Background: an optimization exercise with open tools, aiming at small area and a short achievable clock period. Do not read the settings as production practice.
No functional check of the RTL was part of any run shown here.
Power is estimated from default activity; no workload was simulated.

--- config.mk ---
export PLATFORM = sky130hd
export DESIGN_NAME = axis_Gauss_1x5
export DESIGN_NICKNAME = axis_Gauss_1x5
export VERILOG_FILES = /design/flow/design.v
export SDC_FILE = /design/flow/constraint.sdc
export NUM_CORES = 4
export LEC_CHECK = 0
export CAP_MARGIN = 20
export CORE_MARGIN = 2
export CORE_UTILIZATION = 40
export SETUP_SLACK_MARGIN = 4.45
export SLEW_MARGIN = 20
export SYNTH_HIERARCHICAL = 1
export SYNTH_MINIMUM_KEEP_SIZE = 0
--- constraint.sdc ---
create_clock -name core_clock -period 8.0 [get_ports {s_axis_aclk}]
set_input_delay 1.6000 -clock core_clock [delete_from_list [all_inputs] [get_ports {s_axis_aclk}]]
set_output_delay 1.6000 -clock core_clock [all_outputs]
set_load 0.01 [all_outputs]
--- design.v ---
`timescale 1ns/1ns
module axis_Gauss_1x5 (
  input  logic       s_axis_aclk,
  input  logic       s_axis_arstn,
  input  logic [7:0] s_axis_tdata,
  input  logic       s_axis_tvalid,
  input  logic       s_axis_tlast,
  output logic [7:0] m_axis_tdata,
  output logic       m_axis_tvalid,
  output logic       m_axis_tlast
);
logic [7:0]  d1, d2, d3, d4;
logic        v1, v2, l1, l2;
logic [13:0] cnt;
logic [9:0] b;
always_ff @(posedge s_axis_aclk) begin
  d1 <= s_axis_tdata;
  d2 <= d1;
  d3 <= d2;
  d4 <= d3;
  v1 <= s_axis_tvalid;
  v2 <= v1;
  l1 <= s_axis_tlast;
  l2 <= l1;
  b <= bnext;
end
wire [14:0] cc;
wire [13:0] cs;
wire cc_lo;
assign cc[0] = s_axis_tvalid;
gha cnt_ha0 (.a(cnt[0]), .b(cc[0]), .s(cs[0]), .co(cc[1]));
gha cnt_ha1 (.a(cnt[1]), .b(cc[1]), .s(cs[1]), .co(cc[2]));
gha cnt_ha2 (.a(cnt[2]), .b(cc[2]), .s(cs[2]), .co(cc[3]));
gha cnt_ha3 (.a(cnt[3]), .b(cc[3]), .s(cs[3]), .co(cc[4]));
gha cnt_ha4 (.a(cnt[4]), .b(cc[4]), .s(cs[4]), .co(cc[5]));
gha cnt_ha5 (.a(cnt[5]), .b(cc[5]), .s(cs[5]), .co(cc[6]));
gha cnt_ha6 (.a(cnt[6]), .b(cc[6]), .s(cs[6]), .co(cc_lo));
gha cnt_ha7 (.a(cnt[7]), .b(cc[7]), .s(cs[7]), .co(cc[8]));
gha cnt_ha8 (.a(cnt[8]), .b(cc[8]), .s(cs[8]), .co(cc[9]));
gha cnt_ha9 (.a(cnt[9]), .b(cc[9]), .s(cs[9]), .co(cc[10]));
gha cnt_ha10 (.a(cnt[10]), .b(cc[10]), .s(cs[10]), .co(cc[11]));
gha cnt_ha11 (.a(cnt[11]), .b(cc[11]), .s(cs[11]), .co(cc[12]));
gha cnt_ha12 (.a(cnt[12]), .b(cc[12]), .s(cs[12]), .co(cc[13]));
gha cnt_ha13 (.a(cnt[13]), .b(cc[13]), .s(cs[13]), .co(cc[14]));
assign cc[7] = s_axis_tvalid & (&cnt[6:0]);
always_ff @(posedge s_axis_aclk) begin
  if (!s_axis_arstn || s_axis_tlast)
    cnt <= '0;
  else
    cnt <= cs;
end
wire edge_pt = (cnt[13:1] == 13'd1);
wire [7:0] x0 = s_axis_tdata;
wire h1_s, h1_c;
gha h1 (.a(d1[0]), .b(d2[1]), .s(h1_s), .co(h1_c));
wire f2_s, f2_c;
gfa f2 (.a(d1[1]), .b(d2[2]), .c(h1_c), .s(f2_s), .co(f2_c));
wire f3_s, f3_c;
gfa f3 (.a(d1[2]), .b(d2[3]), .c(f2_c), .s(f3_s), .co(f3_c));
wire f4_s, f4_c;
gfa f4 (.a(d1[3]), .b(d2[4]), .c(x0[4]), .s(f4_s), .co(f4_c));
wire f5_s, f5_c;
gfa f5 (.a(d1[4]), .b(d2[5]), .c(x0[5]), .s(f5_s), .co(f5_c));
wire f6_s, f6_c;
gfa f6 (.a(d1[5]), .b(d2[6]), .c(x0[6]), .s(f6_s), .co(f6_c));
wire f7_s, f7_c;
gfa f7 (.a(d1[6]), .b(d2[7]), .c(x0[7]), .s(f7_s), .co(f7_c));
wire h8_s, h8_c;
gha h8 (.a(d2[0]), .b(x0[0]), .s(h8_s), .co(h8_c));
wire h9_s, h9_c;
gha h9 (.a(h1_s), .b(x0[1]), .s(h9_s), .co(h9_c));
wire h10_s, h10_c;
gha h10 (.a(f2_s), .b(x0[2]), .s(h10_s), .co(h10_c));
wire h11_s, h11_c;
gha h11 (.a(x0[3]), .b(f3_s), .s(h11_s), .co(h11_c));
wire h12_s, h12_c;
gha h12 (.a(f3_c), .b(f4_s), .s(h12_s), .co(h12_c));
wire h13_s, h13_c;
gha h13 (.a(f4_c), .b(f5_s), .s(h13_s), .co(h13_c));
wire h14_s, h14_c;
gha h14 (.a(f5_c), .b(f6_s), .s(h14_s), .co(h14_c));
wire h15_s, h15_c;
gha h15 (.a(f6_c), .b(f7_s), .s(h15_s), .co(h15_c));
wire h16_s, h16_c;
gha h16 (.a(d1[7]), .b(f7_c), .s(h16_s), .co(h16_c));
wire q17_x;
g_ao21 q17 (.a(h9_c), .b(h9_s), .c(h8_c), .x(q17_x));
wire q18_x;
g_and2 q18 (.a(h9_s), .b(h8_s), .x(q18_x));
wire q19_x;
g_ao21 q19 (.a(h11_c), .b(h11_s), .c(h10_c), .x(q19_x));
wire q20_x;
g_and2 q20 (.a(h11_s), .b(h10_s), .x(q20_x));
wire q21_x;
g_ao21 q21 (.a(h13_c), .b(h13_s), .c(h12_c), .x(q21_x));
wire q22_x;
g_and2 q22 (.a(h13_s), .b(h12_s), .x(q22_x));
wire q23_x;
g_ao21 q23 (.a(h15_c), .b(h15_s), .c(h14_c), .x(q23_x));
wire q24_x;
g_and2 q24 (.a(h15_s), .b(h14_s), .x(q24_x));
wire q25_x;
g_ao21 q25 (.a(h10_c), .b(h10_s), .c(q17_x), .x(q25_x));
wire q26_x;
g_and2 q26 (.a(h10_s), .b(q18_x), .x(q26_x));
wire q27_x;
g_ao21 q27 (.a(q19_x), .b(q20_x), .c(q17_x), .x(q27_x));
wire q28_x;
g_and2 q28 (.a(q20_x), .b(q18_x), .x(q28_x));
wire q29_x;
g_ao21 q29 (.a(h14_c), .b(h14_s), .c(q21_x), .x(q29_x));
wire q30_x;
g_and2 q30 (.a(h14_s), .b(q22_x), .x(q30_x));
wire q31_x;
g_ao21 q31 (.a(q23_x), .b(q24_x), .c(q21_x), .x(q31_x));
wire q32_x;
g_and2 q32 (.a(q24_x), .b(q22_x), .x(q32_x));
wire q33_x;
g_ao21 q33 (.a(h12_c), .b(h12_s), .c(q27_x), .x(q33_x));
wire q34_x;
g_and2 q34 (.a(h12_s), .b(q28_x), .x(q34_x));
wire q35_x;
g_ao21 q35 (.a(q21_x), .b(q22_x), .c(q27_x), .x(q35_x));
wire q36_x;
g_and2 q36 (.a(q22_x), .b(q28_x), .x(q36_x));
wire q37_x;
g_ao21 q37 (.a(q29_x), .b(q30_x), .c(q27_x), .x(q37_x));
wire q38_x;
g_and2 q38 (.a(q30_x), .b(q28_x), .x(q38_x));
wire q39_x;
g_ao21 q39 (.a(q31_x), .b(q32_x), .c(q27_x), .x(q39_x));
wire q40_x;
g_and2 q40 (.a(q32_x), .b(q28_x), .x(q40_x));
wire q41_x;
g_ao21 q41 (.a(h16_c), .b(h16_s), .c(q39_x), .x(q41_x));
wire q42_x;
g_and2 q42 (.a(h16_s), .b(q40_x), .x(q42_x));
wire q43_x;
g_xor2 q43 (.a(h9_s), .b(h8_c), .x(q43_x));
wire q44_x;
g_xor2 q44 (.a(h10_s), .b(q17_x), .x(q44_x));
wire q45_x;
g_xor2 q45 (.a(h11_s), .b(q25_x), .x(q45_x));
wire q46_x;
g_xor2 q46 (.a(h12_s), .b(q27_x), .x(q46_x));
wire q47_x;
g_xor2 q47 (.a(h13_s), .b(q33_x), .x(q47_x));
wire q48_x;
g_xor2 q48 (.a(h14_s), .b(q35_x), .x(q48_x));
wire q49_x;
g_xor2 q49 (.a(h15_s), .b(q37_x), .x(q49_x));
wire q50_x;
g_xor2 q50 (.a(h16_s), .b(q39_x), .x(q50_x));
wire q51_x;
g_xor2 q51 (.a(1'b0), .b(q41_x), .x(q51_x));
wire [9:0] bnext = {q51_x, q50_x, q49_x, q48_x, q47_x, q46_x, q45_x, q44_x, q43_x, h8_s};
wire h52_s, h52_c;
gha h52 (.a(d4[1]), .b(d2[0]), .s(h52_s), .co(h52_c));
wire f53_s, f53_c;
gfa f53 (.a(d4[2]), .b(d2[1]), .c(d2[0]), .s(f53_s), .co(f53_c));
wire i54 = ~d4[0];
wire f55_s, f55_c;
gfa f55 (.a(i54), .b(h52_c), .c(f53_s), .s(f55_s), .co(f55_c));
wire h56_s, h56_c;
gha h56 (.a(x0[2]), .b(f55_s), .s(h56_s), .co(h56_c));
wire i57 = ~d2[2];
wire f58_s, f58_c;
gfa f58 (.a(d4[3]), .b(d4[1]), .c(i57), .s(f58_s), .co(f58_c));
wire i59 = ~f58_s;
wire f60_s, f60_c;
gfa f60 (.a(d2[1]), .b(f53_c), .c(i59), .s(f60_s), .co(f60_c));
wire f61_s, f61_c;
gfa f61 (.a(f55_c), .b(x0[3]), .c(f60_s), .s(f61_s), .co(f61_c));
wire h62_s, h62_c;
gha h62 (.a(h56_c), .b(f61_s), .s(h62_s), .co(h62_c));
wire f63_s, f63_c;
gfa f63 (.a(b[0]), .b(d4[4]), .c(d2[3]), .s(f63_s), .co(f63_c));
wire i64 = ~d4[2];
wire f65_s, f65_c;
gfa f65 (.a(i64), .b(d2[2]), .c(d4[3]), .s(f65_s), .co(f65_c));
wire i66 = ~f58_c;
wire f67_s, f67_c;
gfa f67 (.a(i66), .b(f63_s), .c(f65_s), .s(f67_s), .co(f67_c));
wire f68_s, f68_c;
gfa f68 (.a(x0[4]), .b(f60_c), .c(f67_s), .s(f68_s), .co(f68_c));
wire i69 = ~x0[2];
wire f70_s, f70_c;
gfa f70 (.a(i69), .b(f61_c), .c(f68_s), .s(f70_s), .co(f70_c));
wire f71_s, f71_c;
gfa f71 (.a(b[1]), .b(d4[3]), .c(b[0]), .s(f71_s), .co(f71_c));
wire f72_s, f72_c;
gfa f72 (.a(d4[5]), .b(d4[0]), .c(d2[4]), .s(f72_s), .co(f72_c));
wire f73_s, f73_c;
gfa f73 (.a(d2[3]), .b(f63_c), .c(f65_c), .s(f73_s), .co(f73_c));
wire i74 = ~f71_s;
wire f75_s, f75_c;
gfa f75 (.a(i74), .b(f72_s), .c(x0[5]), .s(f75_s), .co(f75_c));
wire f76_s, f76_c;
gfa f76 (.a(x0[0]), .b(f73_s), .c(f67_c), .s(f76_s), .co(f76_c));
wire i77 = ~x0[3];
wire f78_s, f78_c;
gfa f78 (.a(i77), .b(f75_s), .c(f68_c), .s(f78_s), .co(f78_c));
wire h79_s, h79_c;
gha h79 (.a(f76_s), .b(f70_c), .s(h79_s), .co(h79_c));
wire f80_s, f80_c;
gfa f80 (.a(d4[6]), .b(d4[1]), .c(d2[5]), .s(f80_s), .co(f80_c));
wire i81 = ~d2[4];
wire f82_s, f82_c;
gfa f82 (.a(b[2]), .b(d4[4]), .c(i81), .s(f82_s), .co(f82_c));
wire i83 = ~f71_c;
wire f84_s, f84_c;
gfa f84 (.a(i83), .b(f72_c), .c(f80_s), .s(f84_s), .co(f84_c));
wire i85 = ~f82_s;
wire f86_s, f86_c;
gfa f86 (.a(i85), .b(f73_c), .c(x0[6]), .s(f86_s), .co(f86_c));
wire i87 = ~x0[4];
wire f88_s, f88_c;
gfa f88 (.a(i87), .b(x0[1]), .c(f84_s), .s(f88_s), .co(f88_c));
wire f89_s, f89_c;
gfa f89 (.a(f75_c), .b(f76_c), .c(f86_s), .s(f89_s), .co(f89_c));
wire f90_s, f90_c;
gfa f90 (.a(f88_s), .b(f78_c), .c(f89_s), .s(f90_s), .co(f90_c));
wire f91_s, f91_c;
gfa f91 (.a(d4[7]), .b(d4[2]), .c(d2[6]), .s(f91_s), .co(f91_c));
wire i92 = ~d2[5];
wire f93_s, f93_c;
gfa f93 (.a(b[3]), .b(d4[5]), .c(i92), .s(f93_s), .co(f93_c));
wire i94 = ~f82_c;
wire f95_s, f95_c;
gfa f95 (.a(f80_c), .b(i94), .c(f91_s), .s(f95_s), .co(f95_c));
wire i96 = ~f93_s;
wire f97_s, f97_c;
gfa f97 (.a(i96), .b(f84_c), .c(x0[7]), .s(f97_s), .co(f97_c));
wire i98 = ~x0[5];
wire f99_s, f99_c;
gfa f99 (.a(i98), .b(x0[2]), .c(f95_s), .s(f99_s), .co(f99_c));
wire f100_s, f100_c;
gfa f100 (.a(f86_c), .b(f88_c), .c(f97_s), .s(f100_s), .co(f100_c));
wire f101_s, f101_c;
gfa f101 (.a(f99_s), .b(f89_c), .c(f100_s), .s(f101_s), .co(f101_c));
wire f102_s, f102_c;
gfa f102 (.a(b[0]), .b(d4[3]), .c(d2[7]), .s(f102_s), .co(f102_c));
wire i103 = ~d2[6];
wire f104_s, f104_c;
gfa f104 (.a(b[4]), .b(d4[6]), .c(i103), .s(f104_s), .co(f104_c));
wire i105 = ~f93_c;
wire f106_s, f106_c;
gfa f106 (.a(f91_c), .b(i105), .c(f102_s), .s(f106_s), .co(f106_c));
wire i107 = ~f95_c;
wire f108_s, f108_c;
gfa f108 (.a(f104_s), .b(i107), .c(x0[6]), .s(f108_s), .co(f108_c));
wire f109_s, f109_c;
gfa f109 (.a(x0[3]), .b(f106_s), .c(f97_c), .s(f109_s), .co(f109_c));
wire i110 = ~f108_s;
wire f111_s, f111_c;
gfa f111 (.a(f99_c), .b(i110), .c(f100_c), .s(f111_s), .co(f111_c));
wire h112_s, h112_c;
gha h112 (.a(f109_s), .b(f101_c), .s(h112_s), .co(h112_c));
wire f113_s, f113_c;
gfa f113 (.a(b[1]), .b(d4[4]), .c(d2[7]), .s(f113_s), .co(f113_c));
wire i114 = ~f102_c;
wire f115_s, f115_c;
gfa f115 (.a(b[5]), .b(d4[7]), .c(i114), .s(f115_s), .co(f115_c));
wire i116 = ~f104_c;
wire f117_s, f117_c;
gfa f117 (.a(i116), .b(f113_s), .c(f106_c), .s(f117_s), .co(f117_c));
wire f118_s, f118_c;
gfa f118 (.a(x0[7]), .b(i87), .c(f115_s), .s(f118_s), .co(f118_c));
wire i119 = ~f117_s;
wire f120_s, f120_c;
gfa f120 (.a(f108_c), .b(i119), .c(f118_s), .s(f120_s), .co(f120_c));
wire i121 = ~f120_s;
wire f122_s, f122_c;
gfa f122 (.a(f109_c), .b(i121), .c(f111_c), .s(f122_s), .co(f122_c));
wire i123 = ~b[6];
wire f124_s, f124_c;
gfa f124 (.a(i123), .b(b[2]), .c(d4[5]), .s(f124_s), .co(f124_c));
wire i125 = ~f115_c;
wire f126_s, f126_c;
gfa f126 (.a(f113_c), .b(f124_s), .c(i125), .s(f126_s), .co(f126_c));
wire i127 = ~f118_c;
wire f128_s, f128_c;
gfa f128 (.a(x0[5]), .b(f117_c), .c(i127), .s(f128_s), .co(f128_c));
wire i129 = ~f120_c;
wire f130_s, f130_c;
gfa f130 (.a(f126_s), .b(i129), .c(f128_s), .s(f130_s), .co(f130_c));
wire f131_s, f131_c;
gfa f131 (.a(b[7]), .b(b[3]), .c(d4[6]), .s(f131_s), .co(f131_c));
wire f132_s, f132_c;
gfa f132 (.a(f124_c), .b(f131_s), .c(x0[6]), .s(f132_s), .co(f132_c));
wire f133_s, f133_c;
gfa f133 (.a(f126_c), .b(f132_s), .c(f128_c), .s(f133_s), .co(f133_c));
wire f134_s, f134_c;
gfa f134 (.a(b[8]), .b(b[4]), .c(d4[7]), .s(f134_s), .co(f134_c));
wire i135 = ~b[7];
wire f136_s, f136_c;
gfa f136 (.a(i135), .b(f131_c), .c(f134_s), .s(f136_s), .co(f136_c));
wire f137_s, f137_c;
gfa f137 (.a(x0[7]), .b(f136_s), .c(f132_c), .s(f137_s), .co(f137_c));
wire i138 = ~b[8];
wire f139_s, f139_c;
gfa f139 (.a(b[9]), .b(b[5]), .c(i138), .s(f139_s), .co(f139_c));
wire f140_s, f140_c;
gfa f140 (.a(f134_c), .b(f139_s), .c(f136_c), .s(f140_s), .co(f140_c));
wire i141 = ~b[9];
wire f142_s, f142_c;
gfa f142 (.a(b[6]), .b(i141), .c(f139_c), .s(f142_s), .co(f142_c));
wire i143 = ~x0[0];
wire i144 = ~x0[1];
wire h145_s, h145_c;
gha h145 (.a(d4[0]), .b(x0[0]), .s(h145_s), .co(h145_c));
wire h146_s, h146_c;
gha h146 (.a(h52_s), .b(x0[1]), .s(h146_s), .co(h146_c));
wire h147_s, h147_c;
gha h147 (.a(i143), .b(h56_s), .s(h147_s), .co(h147_c));
wire h148_s, h148_c;
gha h148 (.a(i144), .b(h62_s), .s(h148_s), .co(h148_c));
wire h149_s, h149_c;
gha h149 (.a(h62_c), .b(f70_s), .s(h149_s), .co(h149_c));
wire h150_s, h150_c;
gha h150 (.a(f78_s), .b(h79_s), .s(h150_s), .co(h150_c));
wire q151_x;
g_ao21 q151 (.a(h146_c), .b(h146_s), .c(h145_c), .x(q151_x));
wire q152_x;
g_and2 q152 (.a(h146_s), .b(h145_s), .x(q152_x));
wire q153_x;
g_ao21 q153 (.a(h148_c), .b(h148_s), .c(h147_c), .x(q153_x));
wire q154_x;
g_and2 q154 (.a(h148_s), .b(h147_s), .x(q154_x));
wire q155_x;
g_ao21 q155 (.a(h150_c), .b(h150_s), .c(h149_c), .x(q155_x));
wire q156_x;
g_and2 q156 (.a(h150_s), .b(h149_s), .x(q156_x));
wire q157_x;
g_ao21 q157 (.a(h147_c), .b(h147_s), .c(q151_x), .x(q157_x));
wire q158_x;
g_and2 q158 (.a(h147_s), .b(q152_x), .x(q158_x));
wire q159_x;
g_ao21 q159 (.a(q153_x), .b(q154_x), .c(q151_x), .x(q159_x));
wire q160_x;
g_and2 q160 (.a(q154_x), .b(q152_x), .x(q160_x));
wire q161_x;
g_ao21 q161 (.a(h149_c), .b(h149_s), .c(q159_x), .x(q161_x));
wire q162_x;
g_and2 q162 (.a(h149_s), .b(q160_x), .x(q162_x));
wire q163_x;
g_ao21 q163 (.a(q155_x), .b(q156_x), .c(q159_x), .x(q163_x));
wire q164_x;
g_and2 q164 (.a(q156_x), .b(q160_x), .x(q164_x));
wire q165_x;
g_ao21 q165 (.a(h146_c), .b(h146_s), .c(h145_c), .x(q165_x));
wire q166_x;
g_ao21 q166 (.a(h147_c), .b(h147_s), .c(q165_x), .x(q166_x));
wire q167_x;
g_ao21 q167 (.a(h148_c), .b(h148_s), .c(q166_x), .x(q167_x));
wire q168_x;
g_ao21 q168 (.a(h149_c), .b(h149_s), .c(q167_x), .x(q168_x));
wire q169_x;
g_ao21 q169 (.a(h150_c), .b(h150_s), .c(q168_x), .x(q169_x));
wire h170_s, h170_c;
gha h170 (.a(f140_s), .b(f137_c), .s(h170_s), .co(h170_c));
wire h171_s, h171_c;
gha h171 (.a(f142_s), .b(f140_c), .s(h171_s), .co(h171_c));
wire h172_s, h172_c;
gha h172 (.a(i135), .b(f142_c), .s(h172_s), .co(h172_c));
wire h173_s, h173_c;
gha h173 (.a(i138), .b(b[7]), .s(h173_s), .co(h173_c));
wire h174_s, h174_c;
gha h174 (.a(i141), .b(b[8]), .s(h174_s), .co(h174_c));
wire q175_x;
g_ao21 q175 (.a(h171_c), .b(h171_s), .c(h170_c), .x(q175_x));
wire q176_x;
g_and2 q176 (.a(h171_s), .b(h170_s), .x(q176_x));
wire q177_x;
g_ao21 q177 (.a(h173_c), .b(h173_s), .c(h172_c), .x(q177_x));
wire q178_x;
g_and2 q178 (.a(h173_s), .b(h172_s), .x(q178_x));
wire q179_x;
g_ao21 q179 (.a(h172_c), .b(h172_s), .c(q175_x), .x(q179_x));
wire q180_x;
g_and2 q180 (.a(h172_s), .b(q176_x), .x(q180_x));
wire q181_x;
g_ao21 q181 (.a(q177_x), .b(q178_x), .c(q175_x), .x(q181_x));
wire q182_x;
g_and2 q182 (.a(q178_x), .b(q176_x), .x(q182_x));
wire q183_x;
g_ao21 q183 (.a(h174_c), .b(h174_s), .c(q181_x), .x(q183_x));
wire q184_x;
g_and2 q184 (.a(h174_s), .b(q182_x), .x(q184_x));
wire q185_x;
g_xor2 q185 (.a(h171_s), .b(h170_c), .x(q185_x));
wire q186_x;
g_xor2 q186 (.a(h172_s), .b(q175_x), .x(q186_x));
wire q187_x;
g_xor2 q187 (.a(h173_s), .b(q179_x), .x(q187_x));
wire q188_x;
g_xor2 q188 (.a(h174_s), .b(q181_x), .x(q188_x));
wire h189_s, h189_c;
gha h189 (.a(h79_c), .b(f90_s), .s(h189_s), .co(h189_c));
wire h190_s, h190_c;
gha h190 (.a(f90_c), .b(f101_s), .s(h190_s), .co(h190_c));
wire h191_s, h191_c;
gha h191 (.a(f111_s), .b(h112_s), .s(h191_s), .co(h191_c));
wire h192_s, h192_c;
gha h192 (.a(h112_c), .b(f122_s), .s(h192_s), .co(h192_c));
wire h193_s, h193_c;
gha h193 (.a(f130_s), .b(f122_c), .s(h193_s), .co(h193_c));
wire h194_s, h194_c;
gha h194 (.a(f130_c), .b(f133_s), .s(h194_s), .co(h194_c));
wire h195_s, h195_c;
gha h195 (.a(f137_s), .b(f133_c), .s(h195_s), .co(h195_c));
wire [11:0] ua = {q188_x, q187_x, q186_x, q185_x, h170_s, h195_s, h194_s, h193_s, h192_s, h191_s, h190_s, h189_s};
wire [11:0] ub = {1'b0, 1'b0, 1'b0, 1'b0, 1'b0, h195_c, h194_c, h193_c, h192_c, h191_c, h190_c, h189_c};
wire uc = q169_x;
logic [11:0] oa, ob;
logic oc;
logic       ept;
always_ff @(posedge s_axis_aclk) begin
  oa <= ua;
  ob <= ub;
  oc <= uc;
  ept <= edge_pt;
  m_axis_tvalid <= v2;
  m_axis_tlast  <= l2 & ~edge_pt;
end
assign m_axis_tdata = {(ept ? d3[7] : oa[11]) ^ (~ept & (1'b0 | oa[10] & 1'b0 | oa[10] & oa[9] & 1'b0 | oa[10] & oa[9] & oa[8] & 1'b0 | oa[10] & oa[9] & oa[8] & oa[7] & ob[6] | oa[10] & oa[9] & oa[8] & oa[7] & oa[6] & ob[5] | oa[10] & oa[9] & oa[8] & oa[7] & oa[6] & oa[5] & ob[4] | oa[10] & oa[9] & oa[8] & oa[7] & oa[6] & oa[5] & oa[4] & ob[3] | oa[10] & oa[9] & oa[8] & oa[7] & oa[6] & oa[5] & oa[4] & oa[3] & ob[2] | oa[10] & oa[9] & oa[8] & oa[7] & oa[6] & oa[5] & oa[4] & oa[3] & oa[2] & ob[1] | oa[10] & oa[9] & oa[8] & oa[7] & oa[6] & oa[5] & oa[4] & oa[3] & oa[2] & oa[1] & ob[0] | oa[10] & oa[9] & oa[8] & oa[7] & oa[6] & oa[5] & oa[4] & oa[3] & oa[2] & oa[1] & oa[0] & oc)), (ept ? d3[6] : oa[10]) ^ (~ept & (1'b0 | oa[9] & 1'b0 | oa[9] & oa[8] & 1'b0 | oa[9] & oa[8] & oa[7] & ob[6] | oa[9] & oa[8] & oa[7] & oa[6] & ob[5] | oa[9] & oa[8] & oa[7] & oa[6] & oa[5] & ob[4] | oa[9] & oa[8] & oa[7] & oa[6] & oa[5] & oa[4] & ob[3] | oa[9] & oa[8] & oa[7] & oa[6] & oa[5] & oa[4] & oa[3] & ob[2] | oa[9] & oa[8] & oa[7] & oa[6] & oa[5] & oa[4] & oa[3] & oa[2] & ob[1] | oa[9] & oa[8] & oa[7] & oa[6] & oa[5] & oa[4] & oa[3] & oa[2] & oa[1] & ob[0] | oa[9] & oa[8] & oa[7] & oa[6] & oa[5] & oa[4] & oa[3] & oa[2] & oa[1] & oa[0] & oc)), (ept ? d3[5] : oa[9]) ^ (~ept & (1'b0 | oa[8] & 1'b0 | oa[8] & oa[7] & ob[6] | oa[8] & oa[7] & oa[6] & ob[5] | oa[8] & oa[7] & oa[6] & oa[5] & ob[4] | oa[8] & oa[7] & oa[6] & oa[5] & oa[4] & ob[3] | oa[8] & oa[7] & oa[6] & oa[5] & oa[4] & oa[3] & ob[2] | oa[8] & oa[7] & oa[6] & oa[5] & oa[4] & oa[3] & oa[2] & ob[1] | oa[8] & oa[7] & oa[6] & oa[5] & oa[4] & oa[3] & oa[2] & oa[1] & ob[0] | oa[8] & oa[7] & oa[6] & oa[5] & oa[4] & oa[3] & oa[2] & oa[1] & oa[0] & oc)), (ept ? d3[4] : oa[8]) ^ (~ept & (1'b0 | oa[7] & ob[6] | oa[7] & oa[6] & ob[5] | oa[7] & oa[6] & oa[5] & ob[4] | oa[7] & oa[6] & oa[5] & oa[4] & ob[3] | oa[7] & oa[6] & oa[5] & oa[4] & oa[3] & ob[2] | oa[7] & oa[6] & oa[5] & oa[4] & oa[3] & oa[2] & ob[1] | oa[7] & oa[6] & oa[5] & oa[4] & oa[3] & oa[2] & oa[1] & ob[0] | oa[7] & oa[6] & oa[5] & oa[4] & oa[3] & oa[2] & oa[1] & oa[0] & oc)), (ept ? d3[3] : oa[7]) ^ (~ept & (ob[6] | oa[6] & ob[5] | oa[6] & oa[5] & ob[4] | oa[6] & oa[5] & oa[4] & ob[3] | oa[6] & oa[5] & oa[4] & oa[3] & ob[2] | oa[6] & oa[5] & oa[4] & oa[3] & oa[2] & ob[1] | oa[6] & oa[5] & oa[4] & oa[3] & oa[2] & oa[1] & ob[0] | oa[6] & oa[5] & oa[4] & oa[3] & oa[2] & oa[1] & oa[0] & oc)), (ept ? d3[2] : oa[6]) ^ (~ept & (ob[5] | oa[5] & ob[4] | oa[5] & oa[4] & ob[3] | oa[5] & oa[4] & oa[3] & ob[2] | oa[5] & oa[4] & oa[3] & oa[2] & ob[1] | oa[5] & oa[4] & oa[3] & oa[2] & oa[1] & ob[0] | oa[5] & oa[4] & oa[3] & oa[2] & oa[1] & oa[0] & oc)), (ept ? d3[1] : oa[5]) ^ (~ept & (ob[4] | oa[4] & ob[3] | oa[4] & oa[3] & ob[2] | oa[4] & oa[3] & oa[2] & ob[1] | oa[4] & oa[3] & oa[2] & oa[1] & ob[0] | oa[4] & oa[3] & oa[2] & oa[1] & oa[0] & oc)), (ept ? d3[0] : oa[4]) ^ (~ept & (ob[3] | oa[3] & ob[2] | oa[3] & oa[2] & ob[1] | oa[3] & oa[2] & oa[1] & ob[0] | oa[3] & oa[2] & oa[1] & oa[0] & oc))};
endmodule
module g_and2 (
  input  logic a,
  input  logic b,
  output logic x
);
assign x = a & b;
endmodule
module g_xor2 (
  input  logic a,
  input  logic b,
  output logic x
);
assign x = a ^ b;
endmodule
module g_ao21 (
  input  logic a,
  input  logic b,
  input  logic c,
  output logic x
);
assign x = a | (b & c);
endmodule
module gha (
  input  logic a,
  input  logic b,
  output logic s,
  output logic co
);
assign s  = a ^ b;
assign co = a & b;
endmodule
module gfa (
  input  logic a,
  input  logic b,
  input  logic c,
  output logic s,
  output logic co
);
assign s  = a ^ b ^ c;
assign co = (a & b) | (a & c) | (b & c);
endmodule
--- flow/run.sh ---
#!/bin/bash
# Layout flow: the standard flow, with plain buffers on the ports and a clock
# tree of small buffers without dummy loads.
export BUFFER_PORTS_ARGS="-buffer_cell sky130_fd_sc_hd__buf_2"
export CTS_ARGS="-sink_clustering_enable -repair_clock_nets -dont_use_dummy_load -buf_list \"sky130_fd_sc_hd__clkbuf_4 sky130_fd_sc_hd__clkbuf_8\""
bash standard.sh > standard.log 2>&1
--- standard.sh ---
#!/bin/bash
# synth_recipe.tcl (not shown) runs the flow's synth.tcl, then flattens the netlist and writes it again
# the make line also repeats each setting of config.mk as NAME=value (left out here)
make -C /OpenROAD-flow-scripts/flow DESIGN_CONFIG=/design/flow/config.mk WORK_HOME=/design/flow/orfs CLKGATE_MAP_FILE= SYNTH_SCRIPT=/design/flow/synth_recipe.tcl "${@:-finish}"
==> impl_table.tex, run 1 <==
\begin{tabular}{lr}
\hline
Metric & Value \\
\hline
\multicolumn{2}{l}{\textbf{Min path}} \\
Class of the most critical hold timing path & reg2reg \\
Sink of the worst hold path & m\_axis\_tvalid \\
Hold Path Origin & v2 \\
Number of cells traversed by the worst hold path & 0 \\
\multicolumn{2}{l}{\textbf{Power and ir drop}} \\
Portion of total power attributed to the clock network & 0.128 \\
Logic gate share of total power & 0.527 \\
Switching share of total power & 0.385 \\
Total power divided by cell area & 359 nW/um\^{}2 \\
Cell leakage power & 2.33 nW \\
Internal cell power & 1.08 mW \\
Peak supply drop & 0.000245 V \\
Total Power & 1.75 mW \\
Switching pwr & 0.675 mW \\
Relative contribution of sequential cells to total power & 0.345 \\
\multicolumn{2}{l}{\textbf{Worst setup path}} \\
Worst r2r path cells & 7 \\
Worst reg2reg path startpoint & b[0] \\
CP Depth & 6 \\
Cells traversed along the worst timing path & nand4\_1 -> o21bai\_2 -> o2111a\_2 -> nor4b\_4 -> a221o\_1 -> buf\_2 \\
Delay of the slowest cell on the worst path & 0.36 ns \\
Slowest cell on the critical path & dfxtp\_2 \\
Critical Path RT & 6.40 ns \\
CP Buf/Inv Count & 1 \\
Largest driver fanout on the critical path & 4 \\
Capturing point of the worst reg2reg path & oa[3] \\
Worst R2R Setup Slack & 4.63 ns \\
Path type of the worst setup path & reg2out \\
Critical path data arrival time & 1.86 ns \\
Top Family by Delay on Critical Path & compound AO/OA/AOI/OAI gates \\
Type of element launching the critical path & register \\
Endpoint type of the worst setup path & primary output \\
Timing startpoint of the critical path & oa[4] \\
\multicolumn{2}{l}{\textbf{Drt}} \\
Post-detailed-route via-to-cell ratio & 4.77 \\
Total via count in the routed design & 2,451 \\
DRC violations left & 0 \\
Number of violations reported at the end of detailed-routing iteration 0 & 104 \\
Post-Route WL & 7.59 mm \\
Post-detailed-route count of antenna-violating nets & 0 \\
Avg WL per Cell & 14.8 um \\
Number of detailed-routing iterations run before antenna repair & 4 \\
\multicolumn{2}{l}{\textbf{Yosys}} \\
Synth Cell Area & 4440 um\^{}2 \\
Synth Flop Type & dfxtp\_1 \\
Ranking of synthesized cells by area & dfxtp\_1 (37\%), fa\_1 (28\%), ha\_1 (13\%), a21o\_1 (3.7\%), and2\_1 (3.0\%) \\
Combinational family with the most area after synthesis & adder cells \\
Area share of and/or/nand/nor cells after synthesis & 0.0753 \\
Most area-hungry cell type in the Yosys netlist & dfxtp\_1 \\
Mean instance size in the synthesized netlist & 12.8 um\^{}2 \\
Net count after synthesis & 467 \\
Number of flops mapped to enable cells by yosys & 0 \\
Post-synthesis register bit count & 83 \\
Fraction of registers with async set or reset after synthesis & 0 \\
Xor and xnor fraction of the mapped netlist area & 0.0296 \\
Sequential cell area fraction in the yosys report & 0.375 \\
Adder-Cell Fraction of Synth Area & 0.408 \\
Count of distinct cell types in the synthesized netlist & 39 \\
Gate count after technology mapping & 347 \\
Fraction of the mapped netlist area in compound gates & 0.0795 \\
Fraction of synthesized cell area taken by the top area cell type & 0.375 \\
Yosys warning total & 7 \\
Share of cell area taken by muxes after synthesis & 0 \\
\multicolumn{2}{l}{\textbf{Layout}} \\
Filler cell count in the final layout & 1,004 \\
Synthesis-to-layout area growth & 10.1\% \\
Post-layout nets & 496 \\
Most frequent cells in the layout & dfxtp\_1 (78), fa\_1 (58), ha\_1 (47) \\
Fraction of layout instances using a drive strength above 1 & 0.139 \\
Seq. cell area & 1670 um\^{}2 \\
Most common library cell in the layout ignoring fill and taps & dfxtp\_1 \\
Antenna Diode Count & 0 \\
Post-route non-filler standard cell count & 514 \\
Area occupied by multi-input gates & 2680 um\^{}2 \\
\multicolumn{2}{l}{\textbf{Clock network}} \\
Inserted Clock Buffers & 9 \\
Clock transition time at the flip-flop clock pins of the worst setup and hold paths & 0.09 ns \\
CTS tree & done \\
Clock Sinks & 83 \\
Clock tree buffer depth & 2 \\
Clock latency reported for the late side of the worst-skew pair & 0.35 ns \\
CTS HTree Levels & 3 \\
CTS root buffer & clkbuf\_8 \\
Post-CTS Setup Inserts & 0 \\
\multicolumn{2}{l}{\textbf{Floorplan}} \\
Floorplan Core Area & 10,800 um\^{}2 \\
Initial core utilization & 0.409 \\
Ports placed on the boundary & 22 \\
Chip Height & 109 um \\
Site row count & 38 \\
Chip width & 109 um \\
Overall die area & 11,900 um\^{}2 \\
\multicolumn{2}{l}{\textbf{Timing}} \\
Time the final worst path needs with I/O delays and setup & 3.46 ns \\
Sum Neg Setup Slack & 0 ns \\
Post-route clock skew & 0.0232 ns \\
Highest achievable clock rate & 289 MHz \\
Max-slew violation count & 0 \\
Setup repair after global routing missed its margin & no \\
Max-slew headroom at the worst pin & 0.517 \\
Transition time at the pin with the least slew margin & 0.723 ns \\
Final Worst Setup Slack & 4.54 ns \\
Total count of hold-check failures in the final report & 0 \\
Period utilisation layout & 0.432 \\
Setup-failing EPs final & 0 \\
\multicolumn{2}{l}{\textbf{GRT}} \\
Final global-route overflow total & 0 \\
Overall fraction of global-route tracks in use & 0.151 \\
Pin count of the biggest net entering global routing & 23 \\
Via count of the first global-routing pass & 2,643 \\
First-pass GRT wire length & 13.1 mm \\
Antenna violations before repair & 0 \\
\multicolumn{2}{l}{\textbf{Job}} \\
Max\_cap viols & 0 \\
\multicolumn{2}{l}{\textbf{Place}} \\
Port-buffer cells & 21 \\
Detailed placer's ending HPWL & 6.48 mm \\
Post-placement worst setup slack & 4.20 ns \\
Final weighted congestion of routability-driven global placement & 0.874 \\
Total placed cells including tap cells & 505 \\
\multicolumn{2}{l}{\textbf{Status}} \\
Result of the run & finished clean \\
\hline
\end{tabular}
worst max path at each step:
stage / end / slack [ns]
detailed placement: oa[3] / 4.20
global placement: oa[3] / 4.23
finish: m_axis_tdata[4] / 4.54
CTS: m_axis_tdata[4] / 4.48
global route: m_axis_tdata[4] / 4.45
floorplan: oa[3] / 4.45
worst reg2reg max path, delay by kind of cell, from the launching register on:
family | cells | cell delay [ns]
adder cells (fa/ha/maj) | 7 | 2.86
flip-flops | 1 | 0.41
logic make-up (layout without fill, tap and decap cells):
| logic type | count (synthesis) | in the layout |
|---|---|---|
| other | 1 | 1 |
| and+or+nand+nor | 55 | 55 |
| AOI/OAI and AO/OA | 47 | 47 |
| buffers and inverters | 38 | 65 |
| xor gates and xnor gates | 15 | 15 |
| DFF | 83 | 83 |
| adders and majority gates | 108 | 108 |
sequential cells by signal, summed over array words and instances, names as in the netlist:
name,count
v2,1
d1,8
oc,1
ept,1
l2,1
m_axis_tvalid,1
d4,8
v1,1
cnt,14
oa,12
l1,1
m_axis_tlast,1
ob,7
d2,8
d3,8
b,10
Yosys cell counts, types with 2 or more instances:
cell type	number
a21o_1	22
a21oi_1	3
and2_1	21
clkbuf_1	3
dfxtp_1	83
fa_1	61
ha_1	47
inv_1	35
nand2_1	7
nand3_1	4
nand4_1	3
nand4b_1	2
nor2_1	6
nor2b_1	2
nor3b_1	2
o21ai_0	8
o311ai_1	2
xor2_1	15
modules after synthesis (local to each module, per instance):
module          flops+latches  cells  copies in the design
gfa                         0      1                    61
g_ao21                      0      1                    22
axis_Gauss_1x5             83    198                     1
gha                         0      1                    47
g_and2                      0      1                     6
g_xor2                      0      1                    13
layout make-up:
| type | instances | area share |
|---|---|---|
| tap | 140 | 0.0359 |
| multi-input combinational | 226 | 0.548 |
| inverter | 35 | 0.0269 |
| sequential | 83 | 0.342 |
| clock buffer | 9 | 0.0254 |
| timing repair buffer | 21 | 0.0215 |
power groups by stage:
| stage | registers (mW) | logic (mW) | clock network (mW) |
|---|---|---|---|
| floorplan | 0.583 | 0.696 | 0 |
| global placement | 0.607 | 0.904 | 0 |
| detailed placement | 0.609 | 0.935 | 0 |
| CTS | 0.601 | 0.938 | 0.234 |
| global route | 0.619 | 1.09 | 0.251 |
| finish | 0.604 | 0.923 | 0.224 |
stage by stage:
step	hold WS [ns]	cell area [um^2]	utilization
2_1_floorplan	0.310	4440	-
3_3_place_gp	0.311	4710	0.435
3_5_place_dp	0.314	4710	0.435
4_1_cts	0.337	4840	0.446
5_1_grt	0.342	4880	0.450
6_report	0.335	4880	0.450
timing repair:
action                                  in CTS  in global routing
endpoints found under the setup margin       3                  5
pin swaps                                    0                  5
hold buffers                                 0                  0
resized for setup                            1                 12
per-layer routing:
| layer | vias up | share of wire | routed length [um] | track usage |
|---|---|---|---|---|
| met5 | - | 0 | 0 | 0 |
| met4 | 0 | 0.021 | 158 | 0.0597 |
| met3 | 13 | 0.032 | 244 | 0.0391 |
| met2 | 23 | 0.50 | 3770 | 0.254 |
| met1 | 1220 | 0.45 | 3410 | 0.185 |
| li1 | 1195 | - | - | - |
==> run 2, diff against run 1 <==
--- a/design.v
+++ b/design.v
@@ -307,56 +307,56 @@
 gfa f142 (.a(b[6]), .b(i141), .c(f139_c), .s(f142_s), .co(f142_c));
 wire i143 = ~x0[0];
 wire i144 = ~x0[1];
-wire h145_s, h145_c;
-gha h145 (.a(d4[0]), .b(x0[0]), .s(h145_s), .co(h145_c));
-wire h146_s, h146_c;
-gha h146 (.a(h52_s), .b(x0[1]), .s(h146_s), .co(h146_c));
-wire h147_s, h147_c;
-gha h147 (.a(i143), .b(h56_s), .s(h147_s), .co(h147_c));
-wire h148_s, h148_c;
-gha h148 (.a(i144), .b(h62_s), .s(h148_s), .co(h148_c));
-wire h149_s, h149_c;
-gha h149 (.a(h62_c), .b(f70_s), .s(h149_s), .co(h149_c));
-wire h150_s, h150_c;
-gha h150 (.a(f78_s), .b(h79_s), .s(h150_s), .co(h150_c));
+wire q145_x;
+g_nand2 q145 (.a(d4[0]), .b(x0[0]), .x(q145_x));
+wire q146_x;
+g_nor2 q146 (.a(d4[0]), .b(x0[0]), .x(q146_x));
+wire q147_x;
+g_nand2 q147 (.a(h52_s), .b(x0[1]), .x(q147_x));
+wire q148_x;
+g_nor2 q148 (.a(h52_s), .b(x0[1]), .x(q148_x));
+wire q149_x;
+g_nand2 q149 (.a(i143), .b(h56_s), .x(q149_x));
+wire q150_x;
+g_nor2 q150 (.a(i143), .b(h56_s), .x(q150_x));
 wire q151_x;
-g_ao21 q151 (.a(h146_c), .b(h146_s), .c(h145_c), .x(q151_x));
+g_nand2 q151 (.a(i144), .b(h62_s), .x(q151_x));
 wire q152_x;
-g_and2 q152 (.a(h146_s), .b(h145_s), .x(q152_x));
+g_nor2 q152 (.a(i144), .b(h62_s), .x(q152_x));
 wire q153_x;
-g_ao21 q153 (.a(h148_c), .b(h148_s), .c(h147_c), .x(q153_x));
+g_nand2 q153 (.a(h62_c), .b(f70_s), .x(q153_x));
 wire q154_x;
-g_and2 q154 (.a(h148_s), .b(h147_s), .x(q154_x));
+g_nor2 q154 (.a(h62_c), .b(f70_s), .x(q154_x));
 wire q155_x;
-g_ao21 q155 (.a(h150_c), .b(h150_s), .c(h149_c), .x(q155_x));
+g_nand2 q155 (.a(f78_s), .b(h79_s), .x(q155_x));
 wire q156_x;
-g_and2 q156 (.a(h150_s), .b(h149_s), .x(q156_x));
+g_nor2 q156 (.a(f78_s), .b(h79_s), .x(q156_x));
 wire q157_x;
-g_ao21 q157 (.a(h147_c), .b(h147_s), .c(q151_x), .x(q157_x));
+g_nand2 q157 (.a(h79_c), .b(f90_s), .x(q157_x));
 wire q158_x;
-g_and2 q158 (.a(h147_s), .b(q152_x), .x(q158_x));
+g_nor2 q158 (.a(h79_c), .b(f90_s), .x(q158_x));
 wire q159_x;
-g_ao21 q159 (.a(q153_x), .b(q154_x), .c(q151_x), .x(q159_x));
+g_oai21 q159 (.a(q148_x), .b(q145_x), .c(q147_x), .x(q159_x));
 wire q160_x;
-g_and2 q160 (.a(q154_x), .b(q152_x), .x(q160_x));
+g_inv q160 (.a(q159_x), .x(q160_x));
 wire q161_x;
-g_ao21 q161 (.a(h149_c), .b(h149_s), .c(q159_x), .x(q161_x));
+g_oai21 q161 (.a(q150_x), .b(q160_x), .c(q149_x), .x(q161_x));
 wire q162_x;
-g_and2 q162 (.a(h149_s), .b(q160_x), .x(q162_x));
+g_inv q162 (.a(q161_x), .x(q162_x));
 wire q163_x;
-g_ao21 q163 (.a(q155_x), .b(q156_x), .c(q159_x), .x(q163_x));
+g_oai21 q163 (.a(q152_x), .b(q162_x), .c(q151_x), .x(q163_x));
 wire q164_x;
-g_and2 q164 (.a(q156_x), .b(q160_x), .x(q164_x));
+g_inv q164 (.a(q163_x), .x(q164_x));
 wire q165_x;
-g_ao21 q165 (.a(h146_c), .b(h146_s), .c(h145_c), .x(q165_x));
+g_oai21 q165 (.a(q154_x), .b(q164_x), .c(q153_x), .x(q165_x));
 wire q166_x;
-g_ao21 q166 (.a(h147_c), .b(h147_s), .c(q165_x), .x(q166_x));
+g_inv q166 (.a(q165_x), .x(q166_x));
 wire q167_x;
-g_ao21 q167 (.a(h148_c), .b(h148_s), .c(q166_x), .x(q167_x));
+g_oai21 q167 (.a(q156_x), .b(q166_x), .c(q155_x), .x(q167_x));
 wire q168_x;
-g_ao21 q168 (.a(h149_c), .b(h149_s), .c(q167_x), .x(q168_x));
+g_inv q168 (.a(q167_x), .x(q168_x));
 wire q169_x;
-g_ao21 q169 (.a(h150_c), .b(h150_s), .c(q168_x), .x(q169_x));
+g_oai21 q169 (.a(q158_x), .b(q168_x), .c(q157_x), .x(q169_x));
 wire h170_s, h170_c;
 gha h170 (.a(f140_s), .b(f137_c), .s(h170_s), .co(h170_c));
 wire h171_s, h171_c;
@@ -395,24 +395,28 @@
 g_xor2 q187 (.a(h173_s), .b(q179_x), .x(q187_x));
 wire q188_x;
 g_xor2 q188 (.a(h174_s), .b(q181_x), .x(q188_x));
-wire h189_s, h189_c;
-gha h189 (.a(h79_c), .b(f90_s), .s(h189_s), .co(h189_c));
-wire h190_s, h190_c;
-gha h190 (.a(f90_c), .b(f101_s), .s(h190_s), .co(h190_c));
-wire h191_s, h191_c;
-gha h191 (.a(f111_s), .b(h112_s), .s(h191_s), .co(h191_c));
-wire h192_s, h192_c;
-gha h192 (.a(h112_c), .b(f122_s), .s(h192_s), .co(h192_c));
-wire h193_s, h193_c;
-gha h193 (.a(f130_s), .b(f122_c), .s(h193_s), .co(h193_c));
-wire h194_s, h194_c;
-gha h194 (.a(f130_c), .b(f133_s), .s(h194_s), .co(h194_c));
+wire q189_x;
+g_or2 q189 (.a(f90_c), .b(f101_s), .x(q189_x));
+wire q190_x;
+g_and2 q190 (.a(f90_c), .b(f101_s), .x(q190_x));
+wire q191_x;
+g_or2 q191 (.a(f111_s), .b(h112_s), .x(q191_x));
+wire q192_x;
+g_and2 q192 (.a(f111_s), .b(h112_s), .x(q192_x));
+wire q193_x;
+g_or2 q193 (.a(h112_c), .b(f122_s), .x(q193_x));
+wire q194_x;
+g_and2 q194 (.a(h112_c), .b(f122_s), .x(q194_x));
 wire h195_s, h195_c;
-gha h195 (.a(f137_s), .b(f133_c), .s(h195_s), .co(h195_c));
-wire [11:0] ua = {q188_x, q187_x, q186_x, q185_x, h170_s, h195_s, h194_s, h193_s, h192_s, h191_s, h190_s, h189_s};
-wire [11:0] ub = {1'b0, 1'b0, 1'b0, 1'b0, 1'b0, h195_c, h194_c, h193_c, h192_c, h191_c, h190_c, h189_c};
+gha h195 (.a(f130_s), .b(f122_c), .s(h195_s), .co(h195_c));
+wire h196_s, h196_c;
+gha h196 (.a(f130_c), .b(f133_s), .s(h196_s), .co(h196_c));
+wire h197_s, h197_c;
+gha h197 (.a(f137_s), .b(f133_c), .s(h197_s), .co(h197_c));
+wire [10:0] ua = {q188_x, q187_x, q186_x, q185_x, h170_s, h197_s, h196_s, h195_s, q193_x, q191_x, q189_x};
+wire [10:0] ub = {1'b0, 1'b0, 1'b0, 1'b0, 1'b0, h197_c, h196_c, h195_c, q194_x, q192_x, q190_x};
 wire uc = q169_x;
-logic [11:0] oa, ob;
+logic [10:0] oa, ob;
 logic oc;
 logic       ept;
 always_ff @(posedge s_axis_aclk) begin
@@ -423,7 +427,42 @@
   m_axis_tvalid <= v2;
   m_axis_tlast  <= l2 & ~edge_pt;
 end
-assign m_axis_tdata = {(ept ? d3[7] : oa[11]) ^ (~ept & (1'b0 | oa[10] & 1'b0 | oa[10] & oa[9] & 1'b0 | oa[10] & oa[9] & oa[8] & 1'b0 | oa[10] & oa[9] & oa[8] & oa[7] & ob[6] | oa[10] & oa[9] & oa[8] & oa[7] & oa[6] & ob[5] | oa[10] & oa[9] & oa[8] & oa[7] & oa[6] & oa[5] & ob[4] | oa[10] & oa[9] & oa[8] & oa[7] & oa[6] & oa[5] & oa[4] & ob[3] | oa[10] & oa[9] & oa[8] & oa[7] & oa[6] & oa[5] & oa[4] & oa[3] & ob[2] | oa[10] & oa[9] & oa[8] & oa[7] & oa[6] & oa[5] & oa[4] & oa[3] & oa[2] & ob[1] | oa[10] & oa[9] & oa[8] & oa[7] & oa[6] & oa[5] & oa[4] & oa[3] & oa[2] & oa[1] & ob[0] | oa[10] & oa[9] & oa[8] & oa[7] & oa[6] & oa[5] & oa[4] & oa[3] & oa[2] & oa[1] & oa[0] & oc)), (ept ? d3[6] : oa[10]) ^ (~ept & (1'b0 | oa[9] & 1'b0 | oa[9] & oa[8] & 1'b0 | oa[9] & oa[8] & oa[7] & ob[6] | oa[9] & oa[8] & oa[7] & oa[6] & ob[5] | oa[9] & oa[8] & oa[7] & oa[6] & oa[5] & ob[4] | oa[9] & oa[8] & oa[7] & oa[6] & oa[5] & oa[4] & ob[3] | oa[9] & oa[8] & oa[7] & oa[6] & oa[5] & oa[4] & oa[3] & ob[2] | oa[9] & oa[8] & oa[7] & oa[6] & oa[5] & oa[4] & oa[3] & oa[2] & ob[1] | oa[9] & oa[8] & oa[7] & oa[6] & oa[5] & oa[4] & oa[3] & oa[2] & oa[1] & ob[0] | oa[9] & oa[8] & oa[7] & oa[6] & oa[5] & oa[4] & oa[3] & oa[2] & oa[1] & oa[0] & oc)), (ept ? d3[5] : oa[9]) ^ (~ept & (1'b0 | oa[8] & 1'b0 | oa[8] & oa[7] & ob[6] | oa[8] & oa[7] & oa[6] & ob[5] | oa[8] & oa[7] & oa[6] & oa[5] & ob[4] | oa[8] & oa[7] & oa[6] & oa[5] & oa[4] & ob[3] | oa[8] & oa[7] & oa[6] & oa[5] & oa[4] & oa[3] & ob[2] | oa[8] & oa[7] & oa[6] & oa[5] & oa[4] & oa[3] & oa[2] & ob[1] | oa[8] & oa[7] & oa[6] & oa[5] & oa[4] & oa[3] & oa[2] & oa[1] & ob[0] | oa[8] & oa[7] & oa[6] & oa[5] & oa[4] & oa[3] & oa[2] & oa[1] & oa[0] & oc)), (ept ? d3[4] : oa[8]) ^ (~ept & (1'b0 | oa[7] & ob[6] | oa[7] & oa[6] & ob[5] | oa[7] & oa[6] & oa[5] & ob[4] | oa[7] & oa[6] & oa[5] & oa[4] & ob[3] | oa[7] & oa[6] & oa[5] & oa[4] & oa[3] & ob[2] | oa[7] & oa[6] & oa[5] & oa[4] & oa[3] & oa[2] & ob[1] | oa[7] & oa[6] & oa[5] & oa[4] & oa[3] & oa[2] & oa[1] & ob[0] | oa[7] & oa[6] & oa[5] & oa[4] & oa[3] & oa[2] & oa[1] & oa[0] & oc)), (ept ? d3[3] : oa[7]) ^ (~ept & (ob[6] | oa[6] & ob[5] | oa[6] & oa[5] & ob[4] | oa[6] & oa[5] & oa[4] & ob[3] | oa[6] & oa[5] & oa[4] & oa[3] & ob[2] | oa[6] & oa[5] & oa[4] & oa[3] & oa[2] & ob[1] | oa[6] & oa[5] & oa[4] & oa[3] & oa[2] & oa[1] & ob[0] | oa[6] & oa[5] & oa[4] & oa[3] & oa[2] & oa[1] & oa[0] & oc)), (ept ? d3[2] : oa[6]) ^ (~ept & (ob[5] | oa[5] & ob[4] | oa[5] & oa[4] & ob[3] | oa[5] & oa[4] & oa[3] & ob[2] | oa[5] & oa[4] & oa[3] & oa[2] & ob[1] | oa[5] & oa[4] & oa[3] & oa[2] & oa[1] & ob[0] | oa[5] & oa[4] & oa[3] & oa[2] & oa[1] & oa[0] & oc)), (ept ? d3[1] : oa[5]) ^ (~ept & (ob[4] | oa[4] & ob[3] | oa[4] & oa[3] & ob[2] | oa[4] & oa[3] & oa[2] & ob[1] | oa[4] & oa[3] & oa[2] & oa[1] & ob[0] | oa[4] & oa[3] & oa[2] & oa[1] & oa[0] & oc)), (ept ? d3[0] : oa[4]) ^ (~ept & (ob[3] | oa[3] & ob[2] | oa[3] & oa[2] & ob[1] | oa[3] & oa[2] & oa[1] & ob[0] | oa[3] & oa[2] & oa[1] & oa[0] & oc))};
+assign m_axis_tdata = {(ept ? d3[7] : oa[10]) ^ (~ept & (1'b0 | oa[9] & 1'b0 | oa[9] & oa[8] & 1'b0 | oa[9] & oa[8] & oa[7] & 1'b0 | oa[9] & oa[8] & oa[7] & oa[6] & ob[5] | oa[9] & oa[8] & oa[7] & oa[6] & oa[5] & ob[4] | oa[9] & oa[8] & oa[7] & oa[6] & oa[5] & oa[4] & ob[3] | oa[9] & oa[8] & oa[7] & oa[6] & oa[5] & oa[4] & oa[3] & ob[2] | oa[9] & oa[8] & oa[7] & oa[6] & oa[5] & oa[4] & oa[3] & oa[2] & ob[1] | oa[9] & oa[8] & oa[7] & oa[6] & oa[5] & oa[4] & oa[3] & oa[2] & oa[1] & ob[0] | oa[9] & oa[8] & oa[7] & oa[6] & oa[5] & oa[4] & oa[3] & oa[2] & oa[1] & oa[0] & oc)), (ept ? d3[6] : oa[9]) ^ (~ept & (1'b0 | oa[8] & 1'b0 | oa[8] & oa[7] & 1'b0 | oa[8] & oa[7] & oa[6] & ob[5] | oa[8] & oa[7] & oa[6] & oa[5] & ob[4] | oa[8] & oa[7] & oa[6] & oa[5] & oa[4] & ob[3] | oa[8] & oa[7] & oa[6] & oa[5] & oa[4] & oa[3] & ob[2] | oa[8] & oa[7] & oa[6] & oa[5] & oa[4] & oa[3] & oa[2] & ob[1] | oa[8] & oa[7] & oa[6] & oa[5] & oa[4] & oa[3] & oa[2] & oa[1] & ob[0] | oa[8] & oa[7] & oa[6] & oa[5] & oa[4] & oa[3] & oa[2] & oa[1] & oa[0] & oc)), (ept ? d3[5] : oa[8]) ^ (~ept & (1'b0 | oa[7] & 1'b0 | oa[7] & oa[6] & ob[5] | oa[7] & oa[6] & oa[5] & ob[4] | oa[7] & oa[6] & oa[5] & oa[4] & ob[3] | oa[7] & oa[6] & oa[5] & oa[4] & oa[3] & ob[2] | oa[7] & oa[6] & oa[5] & oa[4] & oa[3] & oa[2] & ob[1] | oa[7] & oa[6] & oa[5] & oa[4] & oa[3] & oa[2] & oa[1] & ob[0] | oa[7] & oa[6] & oa[5] & oa[4] & oa[3] & oa[2] & oa[1] & oa[0] & oc)), (ept ? d3[4] : oa[7]) ^ (~ept & (1'b0 | oa[6] & ob[5] | oa[6] & oa[5] & ob[4] | oa[6] & oa[5] & oa[4] & ob[3] | oa[6] & oa[5] & oa[4] & oa[3] & ob[2] | oa[6] & oa[5] & oa[4] & oa[3] & oa[2] & ob[1] | oa[6] & oa[5] & oa[4] & oa[3] & oa[2] & oa[1] & ob[0] | oa[6] & oa[5] & oa[4] & oa[3] & oa[2] & oa[1] & oa[0] & oc)), (ept ? d3[3] : oa[6]) ^ (~ept & (ob[5] | oa[5] & ob[4] | oa[5] & oa[4] & ob[3] | oa[5] & oa[4] & oa[3] & ob[2] | oa[5] & oa[4] & oa[3] & oa[2] & ob[1] | oa[5] & oa[4] & oa[3] & oa[2] & oa[1] & ob[0] | oa[5] & oa[4] & oa[3] & oa[2] & oa[1] & oa[0] & oc)), (ept ? d3[2] : oa[5]) ^ (~ept & (ob[4] | oa[4] & ob[3] | oa[4] & oa[3] & ob[2] | oa[4] & oa[3] & oa[2] & ob[1] | oa[4] & oa[3] & oa[2] & oa[1] & ob[0] | oa[4] & oa[3] & oa[2] & oa[1] & oa[0] & oc)), (ept ? d3[1] : oa[4]) ^ (~ept & (ob[3] | oa[3] & ob[2] | oa[3] & oa[2] & ob[1] | oa[3] & oa[2] & oa[1] & ob[0] | oa[3] & oa[2] & oa[1] & oa[0] & oc)), (ept ? d3[0] : oa[3]) ^ (~ept & (ob[2] | oa[2] & ob[1] | oa[2] & oa[1] & ob[0] | oa[2] & oa[1] & oa[0] & oc))};
+endmodule
+module g_or2 (
+  input  logic a,
+  input  logic b,
+  output logic x
+);
+assign x = a | b;
+endmodule
+module g_inv (
+  input  logic a,
+  output logic x
+);
+assign x = ~a;
+endmodule
+module g_nand2 (
+  input  logic a,
+  input  logic b,
+  output logic x
+);
+assign x = ~(a & b);
+endmodule
+module g_nor2 (
+  input  logic a,
+  input  logic b,
+  output logic x
+);
+assign x = ~(a | b);
+endmodule
+module g_oai21 (
+  input  logic a,
+  input  logic b,
+  input  logic c,
+  output logic x
+);
+assign x = ~((a | b) & c);
 endmodule
 module g_and2 (
   input  logic a,
--- a/config.mk
+++ b/config.mk
@@ -8,7 +8,7 @@
 export CAP_MARGIN = 20
 export CORE_MARGIN = 2
 export CORE_UTILIZATION = 40
-export SETUP_SLACK_MARGIN = 4.45
+export SETUP_SLACK_MARGIN = 4.6
 export SLEW_MARGIN = 20
 export SYNTH_HIERARCHICAL = 1
 export SYNTH_MINIMUM_KEEP_SIZE = 0
==> run 2 against run 1 <==
  * Sequential share of layout area grew 0.14 points
  * Critical path depth is the same
  * Cell area shrank 2.9%
  * Largest power group unchanged
  * Combinational power shrank 0.5%
  * Global-route usage shrank 0.15 points
  * Critical endpoint is now m_axis_tdata[3]
  * Power shrank 2.1%
  * Still clean on timing, DRC and antenna
==> impl_table.tex, run 2 <==
\begin{tabular}{lr}
\hline
Metric & Value \\
\hline
\multicolumn{2}{l}{\textbf{Clock network}} \\
Quantity of hold-fixing buffers added after cts & 0 (unchanged) \\
CTS HTree Levels & 3 (unchanged) \\
Clock Sinks & 81 (-2.4\%) \\
Inserted Clock Buffers & 9 (unchanged) \\
Clock latency reported for the late side of the worst-skew pair & 0.36 ns (about the same) \\
Clock transition time at the flip-flop clock pins of the worst setup and hold paths & 0.08 ns (about the same) \\
CTS root buffer & clkbuf\_8 \\
Clock tree buffer depth & 2 (unchanged) \\
CTS tree & done \\
\multicolumn{2}{l}{\textbf{Worst setup path}} \\
Critical path data arrival time & 1.84 ns (-0.02 ns) \\
Top cell by count, worst path & a21oi\_4 \\
CP Buf/Inv Count & 2 (+1) \\
Timing startpoint of the critical path & oa[2] \\
Largest driver fanout on the critical path & 5 (+1) \\
Capturing point of the worst reg2reg path & oa[2] \\
Endpoint type of the worst setup path & primary output \\
Worst r2r path cells & 8 (+1) \\
Path type of the worst setup path & reg2out \\
Critical Path RT & 6.40 ns (about the same) \\
Type of element launching the critical path & register \\
Worst reg2reg path startpoint & d4[2] \\
Slowest cell on the critical path & dfxtp\_4 \\
Cells traversed along the worst timing path & a21o\_1 -> a21oi\_4 -> a21oi\_4 -> buf\_4 -> o41ai\_2 -> buf\_2 \\
Top Family by Delay on Critical Path & compound AO/OA/AOI/OAI gates \\
Worst R2R Setup Slack & 4.70 ns (+0.07 ns) \\
Delay of the slowest cell on the worst path & 0.36 ns (about the same) \\
\multicolumn{2}{l}{\textbf{Timing}} \\
Time the final worst path needs with I/O delays and setup & 3.44 ns (-0.0149 ns) \\
Transition time at the pin with the least slew margin & 0.744 ns (+0.0212 ns) \\
Total count of hold-check failures in the final report & 0 (unchanged) \\
Sum Neg Setup Slack & 0 ns (unchanged) \\
Setup repair after global routing missed its margin & yes \\
Max-slew headroom at the worst pin & 0.503 (-0.0142) \\
Setup-failing EPs final & 0 (unchanged) \\
Post-route clock skew & 0.0156 ns (-0.00757 ns) \\
Max-slew violation count & 0 (unchanged) \\
Period utilisation layout & 0.430 (-0.00187) \\
Highest achievable clock rate & 291 MHz (+0.43\%) \\
\multicolumn{2}{l}{\textbf{Yosys}} \\
Number of flops mapped to enable cells by yosys & 0 (unchanged) \\
Post-synthesis register bit count & 81 (-2.4\%) \\
Most area-hungry cell type in the Yosys netlist & dfxtp\_1 \\
Count of distinct cell types in the synthesized netlist & 30 (-23\%) \\
Ranking of synthesized cells by instance count & dfxtp\_1 (81), fa\_1 (61), inv\_1 (38), ha\_1 (37), and2\_1 (23) \\
Count leader, synth & dfxtp\_1 \\
Synth Flop Type & dfxtp\_1 \\
Gate count after technology mapping & 346 (-0.29\%) \\
Fraction of synthesized cell area taken by the top area cell type & 0.380 (+0.00522) \\
Mean instance size in the synthesized netlist & 12.3 um\^{}2 (-3.5\%) \\
Net count after synthesis & 456 (-2.4\%) \\
Ranking of synthesized cells by area & dfxtp\_1 (38\%), fa\_1 (29\%), ha\_1 (11\%), a21o\_1 (3.5\%), xor2\_1 (3.5\%) \\
Fraction of registers with async set or reset after synthesis & 0 (unchanged) \\
Synth Cell Area & 4270 um\^{}2 (-3.8\%) \\
Sequential cell area fraction in the yosys report & 0.380 (+0.00522) \\
Yosys warning total & 7 (unchanged) \\
\multicolumn{2}{l}{\textbf{GRT}} \\
First-pass GRT wire length & 12.5 mm (-4.3\%) \\
Via count of the first global-routing pass & 2,602 (-1.6\%) \\
Pin count of the biggest net entering global routing & 17 (-26\%) \\
Final global-route overflow total & 0 (unchanged) \\
Antenna violations before repair & 0 (unchanged) \\
Overall fraction of global-route tracks in use & 0.149 (-0.00149) \\
\multicolumn{2}{l}{\textbf{Place}} \\
Detailed placer's ending HPWL & 6.00 mm (-7.4\%) \\
Final weighted congestion of routability-driven global placement & 0.837 (-4.3\%) \\
Total placed cells including tap cells & 501 (-0.79\%) \\
Port-buffer cells & 21 (unchanged) \\
\multicolumn{2}{l}{\textbf{Min path}} \\
Hold Path Origin & v2 \\
Class of the most critical hold timing path & reg2reg \\
Sink of the worst hold path & m\_axis\_tvalid \\
Number of cells traversed by the worst hold path & 0 (unchanged) \\
\multicolumn{2}{l}{\textbf{Layout}} \\
Post-route non-filler standard cell count & 513 (-0.19\%) \\
Filler cell count in the final layout & 962 (-4.2\%) \\
Largest register by flop count & cnt \\
Flip-flop count of the largest register after layout & 14 (unchanged) \\
Synthesis-to-layout area growth & 11.0\% \\
Fraction of layout instances using a drive strength above 1 & 0.133 (-0.00641) \\
Antenna Diode Count & 0 (unchanged) \\
Most frequent cells in the layout & dfxtp\_1 (78), fa\_1 (56), inv\_1 (37), ha\_1 (37), and2\_1 (23) \\
Most common library cell in the layout ignoring fill and taps & dfxtp\_1 \\
Post-layout nets & 489 (-1.4\%) \\
Regs by FF count & cnt x14, oa x11, b x10 \\
\multicolumn{2}{l}{\textbf{Status}} \\
Result of the run & finished clean \\
\multicolumn{2}{l}{\textbf{Drt}} \\
Post-Route WL & 7.21 mm (-5.0\%) \\
DRC violations left & 0 (unchanged) \\
Number of detailed-routing iterations run before antenna repair & 4 (unchanged) \\
Total via count in the routed design & 2,370 (-3.3\%) \\
Post-detailed-route via-to-cell ratio & 4.62 (-3.1\%) \\
Avg WL per Cell & 14.1 um (-4.8\%) \\
Number of violations reported at the end of detailed-routing iteration 0 & 58 (-44\%) \\
Post-detailed-route count of antenna-violating nets & 0 (unchanged) \\
\multicolumn{2}{l}{\textbf{Job}} \\
Max\_cap viols & 0 (unchanged) \\
\multicolumn{2}{l}{\textbf{Floorplan}} \\
Ports placed on the boundary & 22 (unchanged) \\
Chip Height & 107 um (-1.8\%) \\
Floorplan Core Area & 10,300 um\^{}2 (-4.8\%) \\
Site row count & 37 (-2.6\%) \\
Chip width & 107 um (-1.8\%) \\
Initial core utilization & 0.414 (+0.00436) \\
Overall die area & 11,500 um\^{}2 (-3.6\%) \\
\multicolumn{2}{l}{\textbf{Power and ir drop}} \\
Switching pwr & 0.654 mW (-3.1\%) \\
Logic gate share of total power & 0.535 (+0.008) \\
Total Power & 1.71 mW (-2.1\%) \\
Peak supply drop & 0.000164 V (-33\%) \\
Internal cell power & 1.06 mW (-1.4\%) \\
Switching share of total power & 0.381 (-0.00408) \\
Portion of total power attributed to the clock network & 0.132 (+0.004) \\
Cell leakage power & 2.25 nW (-3.8\%) \\
Relative contribution of sequential cells to total power & 0.333 (-0.012) \\
Total power divided by cell area & 362 nW/um\^{}2 (+0.92\%) \\
\hline
\end{tabular}
[run 2: changes by cell type in the layout (fill, tap and decap cells not counted), sizes merged, moves of 3 or more]
cell and delta:
or2 +3, o21ai +4, ha -10, nand2 +9, inv +3, nor2 +3
[run 2: per-module statistics from Yosys (local to each module, per instance)]
module | copies in the design | area (um^2) | flip-flops and latches | cells inside
axis_Gauss_1x5 | 1 | 2170 | 81 | 182
gfa | 61 | 20.0 | 0 | 1
gha | 37 | 12.5 | 0 | 1
g_xor2 | 13 | 8.76 | 0 | 1
g_ao21 | 17 | 7.51 | 0 | 1
g_and2 | 9 | 6.26 | 0 | 1
g_or2 | 3 | 6.26 | 0 | 1
g_oai21 | 6 | 5.00 | 0 | 1
g_inv | 5 | 3.75 | 0 | 1
g_nand2 | 7 | 3.75 | 0 | 1
g_nor2 | 6 | 3.75 | 0 | 1
[run 2: kinds of logic (layout without fill, tap and decap cells)]
kind of cell | Yosys count | in the layout | synth area share
AO/OA/AOI/OAI | 43 | 43 | 0.0712
XOR/XNOR | 17 | 17 | 0.0349
adder cells (fa/ha/maj) | 98 | 98 | 0.394
buffers and inverters | 40 | 71 | 0.0352
flip-flops | 81 | 81 | 0.380
other | 1 | 1 | 0.000878
AND/OR/NAND/NOR | 66 | 66 | 0.0835
[run 2: power by group through the flow]
stage / registers, mW / clock network [mW] / logic [mW]
after CTS: 0.573 / 0.238 / 0.934
after global routing: 0.585 / 0.254 / 1.10
after floorplan: 0.557 / 0 / 0.702
after global placement: 0.576 / 0 / 0.893
final: 0.571 / 0.226 / 0.918
after detailed placement: 0.577 / 0 / 0.916
[run 2: layer usage]
metal,global-route usage,wire length (um),up-vias,share of wire
li1,-,-,1175,-
met1,0.177,3200,1155,0.44
met2,0.250,3580,28,0.50
met3,0.0448,225,12,0.031
met4,0.0659,206,0,0.029
met5,0,0,-,0
[run 2: through the flow]
step / instance area, um^2 / hold WS [ns] / worst slack [ns] / utilization
after CTS: 4710 / 0.321 / 4.51 / 0.456
after global placement: 4550 / 0.310 / 4.29 / 0.441
after detailed placement: 4550 / 0.314 / 4.28 / 0.441
final: 4740 / 0.317 / 4.56 / 0.459
after global routing: 4740 / 0.335 / 4.45 / 0.459
after floorplan: 4280 / 0.310 / 4.52 / -
[run 2: layout make-up]
type / instances / area (um^2) / area share
clock buffer: 9 / 124 / 0.0261
timing repair buffer: 24 / 130 / 0.0275
sequential: 81 / 1630 / 0.343
multi-input combinational: 225 / 2540 / 0.537
tap: 136 / 170 / 0.0359
inverter: 38 / 143 / 0.0301
[run 2: worst max-delay path by stage]
| stage | to | cells past startpoint |
|---|---|---|
| finish | m_axis_tdata[3] | 6 |
| global route | m_axis_tdata[7] | 7 |
| CTS | m_axis_tdata[3] | 7 |
| detailed placement | oa[2] | 6 |
| global placement | oa[2] | 7 |
| floorplan | oa[2] | 5 |
[run 2: timing repair]
item,4_1_cts,5_1_grt
gates resized for setup,4,7
pin swaps,8,7
gates cloned,0,0
buffers inserted,1,2
setup endpoints to repair,5,11

Re-timed with assumed drivers on the ports (clkbuf_16 on the clock, buf_2 on other inputs), run 2 has 4.528 ns of setup slack against 4.560 ns with ideal ports, and 4.280 ns once port delays also move by the mid clock arrival of 0.383 ns.
